This is an optimization exercise on Yosys and OpenROAD, whose aim is small area and a short achievable clock period, not a production implementation. No run shown here included a check of the RTL's function; only the layout flow was run.

## flow/design.v (module list and top-level ports; edited modules follow where they fit)
// module montgomery_kyber: 1465 lines
// module kfa: 6 lines
// module k_a21bo: 5 lines
// module k_a21oi: 5 lines
// module k_and2: 5 lines
// module k_inv: 5 lines
// module k_mux2i: 5 lines
// module k_nand2: 5 lines
// module k_nor2: 5 lines
// module k_o21ai: 5 lines
// module k_o21bai: 5 lines
// module k_or2: 5 lines
// module k_orn2: 5 lines
// module k_xnor2: 5 lines
// module k_xor2: 5 lines
module montgomery_kyber(clk, a, b, out);
  // ...
==> flow/run.sh <==
#!/bin/bash
# synth_recipe.tcl (not shown) runs the flow's synth.tcl, then flattens the netlist and writes it again
# the make line also repeats each setting of config.mk as NAME=value (left out here)
make -C /OpenROAD-flow-scripts/flow DESIGN_CONFIG=/design/flow/config.mk WORK_HOME=/design/flow/orfs CLKGATE_MAP_FILE= SYNTH_SCRIPT=/design/flow/synth_recipe.tcl finish
==> flow/config.mk <==
export PLATFORM = sky130hd
export DESIGN_NAME = montgomery_kyber
export DESIGN_NICKNAME = montgomery_kyber
export VERILOG_FILES = /design/flow/design.v
export SDC_FILE = /design/flow/constraint.sdc
export NUM_CORES = 4
export LEC_CHECK = 0
export CAP_MARGIN = 20
export CORE_MARGIN = 2
export CORE_UTILIZATION = 65
export SETUP_SLACK_MARGIN = 5
export SLEW_MARGIN = 20
export SYNTH_HIERARCHICAL = 1
export SYNTH_MINIMUM_KEEP_SIZE = 0
==> flow/constraint.sdc <==
create_clock -name core_clock -period 12.0 [get_ports {clk}]
set_input_delay 2.4000 -clock core_clock [delete_from_list [all_inputs] [get_ports {clk}]]
set_output_delay 2.4000 -clock core_clock [all_outputs]
set_load 0.01 [all_outputs]
==> results.yml, run 1 <==
run_status:
  outcome: "finished clean"
cells_and_area:
  area_delta_synth_final_pct: 9.93
  seqCellArea_um2: 480
  n_all_buffers: 37
  drive_gt1_share_pct: 8.15
  multi_input_area_mm2: 0.00555
  dominant_cells: "multi-input gates"
  final_cell_mix: "nand2_1, fa_1, xor2_1, xnor2_1, nor2_1"
  clkCellAreaFrac_pct: 1.05
synthesis:
  synth-seq-area-share_pct: 7.76
  synth_xor_area_share_pct: 18.8
  avgSynthCellArea_um2: 8.91
setup_path:
  cp_common_cell: "fa_1"
  worstSetupPathDepth: 14
  path_buf_inv: 1
  cp-end-kind: "register"
  crit_end: "r[22]"
routing:
  route.met2.wl_um: 6550
  topRoutingLayerUsed: "met4"
  dr_wl_met3_um: 956
  firstDrtPassIters: 4
floorplanning:
  core-area_mm2: 0.00924
  die_x_um: 102
  die_h_um: 102
  io_pins: 37
  num_rows: 35
clock_network:
  ctsRootBufferMaster: "clkbuf_8"
  cts_buffer_depth: 2
  htreeDepth: 1
global_route:
  grt.met3_usage_pct: 2.00
  grt.busiest_layer: "met2"
  grt.met1_usage_pct: 33.6
sta:
  finalHoldWorstSlack_ns: 2.69
  finalHoldViolCount: 0
  fin_ws_ns: 5.18
place:
  gp_congestion: 0.878
min_path:
  hold_path.class: "input pin to register"
==> run 2, diff against run 1 <==
--- a/flow/config.mk
+++ b/flow/config.mk
@@ -7,7 +7,7 @@
 export LEC_CHECK = 0
 export CAP_MARGIN = 20
 export CORE_MARGIN = 2
-export CORE_UTILIZATION = 65
+export CORE_UTILIZATION = 40
 export SETUP_SLACK_MARGIN = 5
 export SLEW_MARGIN = 20
 export SYNTH_HIERARCHICAL = 1
==> results.yml, run 2 <==
run_status:
  outcome: "finished clean"
sta:
  finalHoldViolCount: 0
  timing.fmax_mhz: 148
  slew_headroom_pct: 60.3
  finalHoldWorstSlack_ns: 2.71
  rsz0062_at_grt: "yes"
  worst_slew_pin_slew_ns: 0.594
  tns_ns: 0
  finalMaxSlewViolations: 0
  fin_ws_ns: 5.23
  setup_viol: 0
  period_share_pct: 56.4
  period_needed_ns: 6.77
clock_network:
  cts_buffers: 3
  ctsRootBufferMaster: "clkbuf_16"
  cts_buffer_depth: 2
  htreeDepth: 1
  cts_sinks: 24
  cts_hold_buf: 0
  cts_tree: "yes"
  clk_pin_slew_ns: 0.06
min_path:
  hold_path.class: "input pin to register"
setup_path:
  required_ns: 12.14
  critPathLaunchType: "input pin"
  arrival_ns: 6.91
  crit_path_max_fanout: 12
  critPathKind: "input pin to register"
  cp-end-kind: "register"
global_route:
  grt_use_total_pct: 17.5
  grt_overflow: 0
  grt_pass1_wl_um: 23500
  grt_max_degree: 15
  antenna_found_initial: 0
  grt_pass1_vias: 4969
cells_and_area:
  area_delta_synth_final_pct: 11.6
  largest_register_ffs: 24
  final_cell_mix: "nand2_1, fa_1, xor2_1, xnor2_1, nor2_1"
  drive_gt1_share_pct: 9.51
  antenna_cells: 0
  utilization_pct: 45.6
  finalNonFillerCells: 924
  reg_top3: "r (24)"
  final_nets: 887
  fillers: 1465
  largest-register: "r"
  layout_commonest_cell: "nand2_1"
place:
  dp_hpwl_um: 11400
  gp_congestion: 0.842
  dp_cells: 919
  dp_slack_ns: 4.55
  port_buffers: 36
synthesis:
  syn_inst: 695
  syn_area_mm2: 0.00619
  synth-edff-count: 0
  synth.distinct_cells: 15
  ys_top_cells_by_area: "fa_1, nand2_1, xor2_1, xnor2_1, dfxtp_1"
  synth-seq-area-share_pct: 7.76
  ys_ff_latch: 24
  avgSynthCellArea_um2: 8.91
  yosysMostFrequentCell: "nand2_1"
  ys_top_cells_by_count: "nand2_1, fa_1, xor2_1"
  synthFlopType: "dfxtp_1"
  syn-num-nets: 845
  yosys.area.top_type: "fa_1"
  yosysWarnings: 7
  synth.top_cell.area_share_pct: 40.4
  async_flop_share_pct: 0
routing:
  drtIter0Drc: 186
  ant_nets: 0
  finalWirelength_um: 13400
  routedWlPerCell_um: 14.5
  avgViaCountPerCell: 4.91
  route.detailed.drc: 0
  firstDrtPassIters: 4
  via_count: 4535
floorplanning:
  die_h_um: 128
  io_pins: 37
  die_area_mm2: 0.0165
  start_util_pct: 40.9
  core-area_mm2: 0.0151
  num_rows: 45
  die_x_um: 128
run:
  maxCapViolCount: 0
run 2: modules after synthesis, one instance, submodules excluded, excerpt:
module	cells	copies in the design	area [um2]
k_mux2i	1	12	10.0
k_nor2	1	61	3.75
k_xor2	1	71	8.76
k_a21oi	1	50	8.76
kfa	1	125	20.0
k_a21bo	1	3	10.0
run 2: worst max-delay path: stages:
cell and delay [ns]:
clkdlybuf4s15_1 0.44, nand2_1 0.16, fa_1 0.52, fa_1 0.40, fa_1 0.46, fa_1 0.53
xor2_1 0.30, nand2_1 0.11, o21ai_2 0.24, a21oi_2 0.09, xnor2_1 0.17, inv_1 0.07
fa_1 0.52, xor2_1 0.28, a21oi_2 0.10, xnor2_1 0.13
run 2: area by class of cell:
| type | count | area, um2 | share of cell area [%] |
|---|---|---|---|
| clock buffer | 3 | 75.1 | 1.09 |
| clock inverter | 1 | 30.0 | 0.435 |
| inverter | 45 | 169 | 2.44 |
| multi-input combinational | 626 | 5570 | 80.7 |
| sequential | 24 | 482 | 6.97 |
| tap | 188 | 235 | 3.40 |
| timing repair buffer | 37 | 344 | 4.98 |
run 2: routing by layer:
metal	vias to the layer above	wire length, um	track usage, %
li1	2227	-	-
met1	2222	6000	23.1
met2	82	6850	32.0
met3	4	434	0.998
met4	0	93	3.94
met5	-	0	0
run 2: worst paths after layout:
check,to,slack (ns),cells after the start,from
max,r[11],5.23,16,b[7]
min,r[0],2.71,3,a[0]
run 2: kinds of logic after synthesis:
kind of cell               Yosys count  share of synthesized area [%]
muxes                               12                           1.94
buffers and inverters               45                           2.73
DFF                                 24                           7.76
AOI/OAI and AO/OA                   81                           9.90
and+or+nand+nor                    275                           18.4
adders and majority gates          125                           40.4
xor gates and xnor gates           133                           18.8
run 2: stage by stage:
| step | cell area [um2] |
|---|---|
| 6_report | 6910 |
| 5_1_grt | 6910 |
| 4_1_cts | 6890 |
| 3_5_place_dp | 6790 |
| 3_3_place_gp | 6790 |
| 2_1_floorplan | 6190 |
run 2: timing repair:
item                                    CTS  global route
gates resized for setup                  17            30
buffers inserted                          0             1
endpoints found under the setup margin   15            23
pin swaps                                 0             1

[separate check: timing with driven ports]
No port has a modelled driver above. Below, the same layouts with a new extraction and two added sets of constraints.
Step 1 sets driving cells, clkbuf_16 on the clock port and buf_2 on the other inputs (assumed; they add their load-dependent delay and slew).
Step 2 times the ports against the registers' clock, not the clock port: input delays grow and output delays shrink by t, the midpoint of the rising clock arrivals with the driver on.
a / b / c = ideal ports / drivers / drivers and shift; a / b = the first two.
run	shift t [ns]	setup slack, ns	worst hold slack (ns)	latest minus earliest clock arrival (ns)
run 1	0.284	5.177 / 5.182 / 4.898	2.686 / 2.685 / 2.969	0.003 / 0.004
run 2	0.285	5.233 / 5.242 / 4.957	2.709 / 2.696 / 2.981	0.006 / 0.006
After both steps setup and hold are still met in every run listed. For run 1, which loses most, drivers alone change the setup slack by +0.005 ns; drivers and shift together by -0.279 ns.
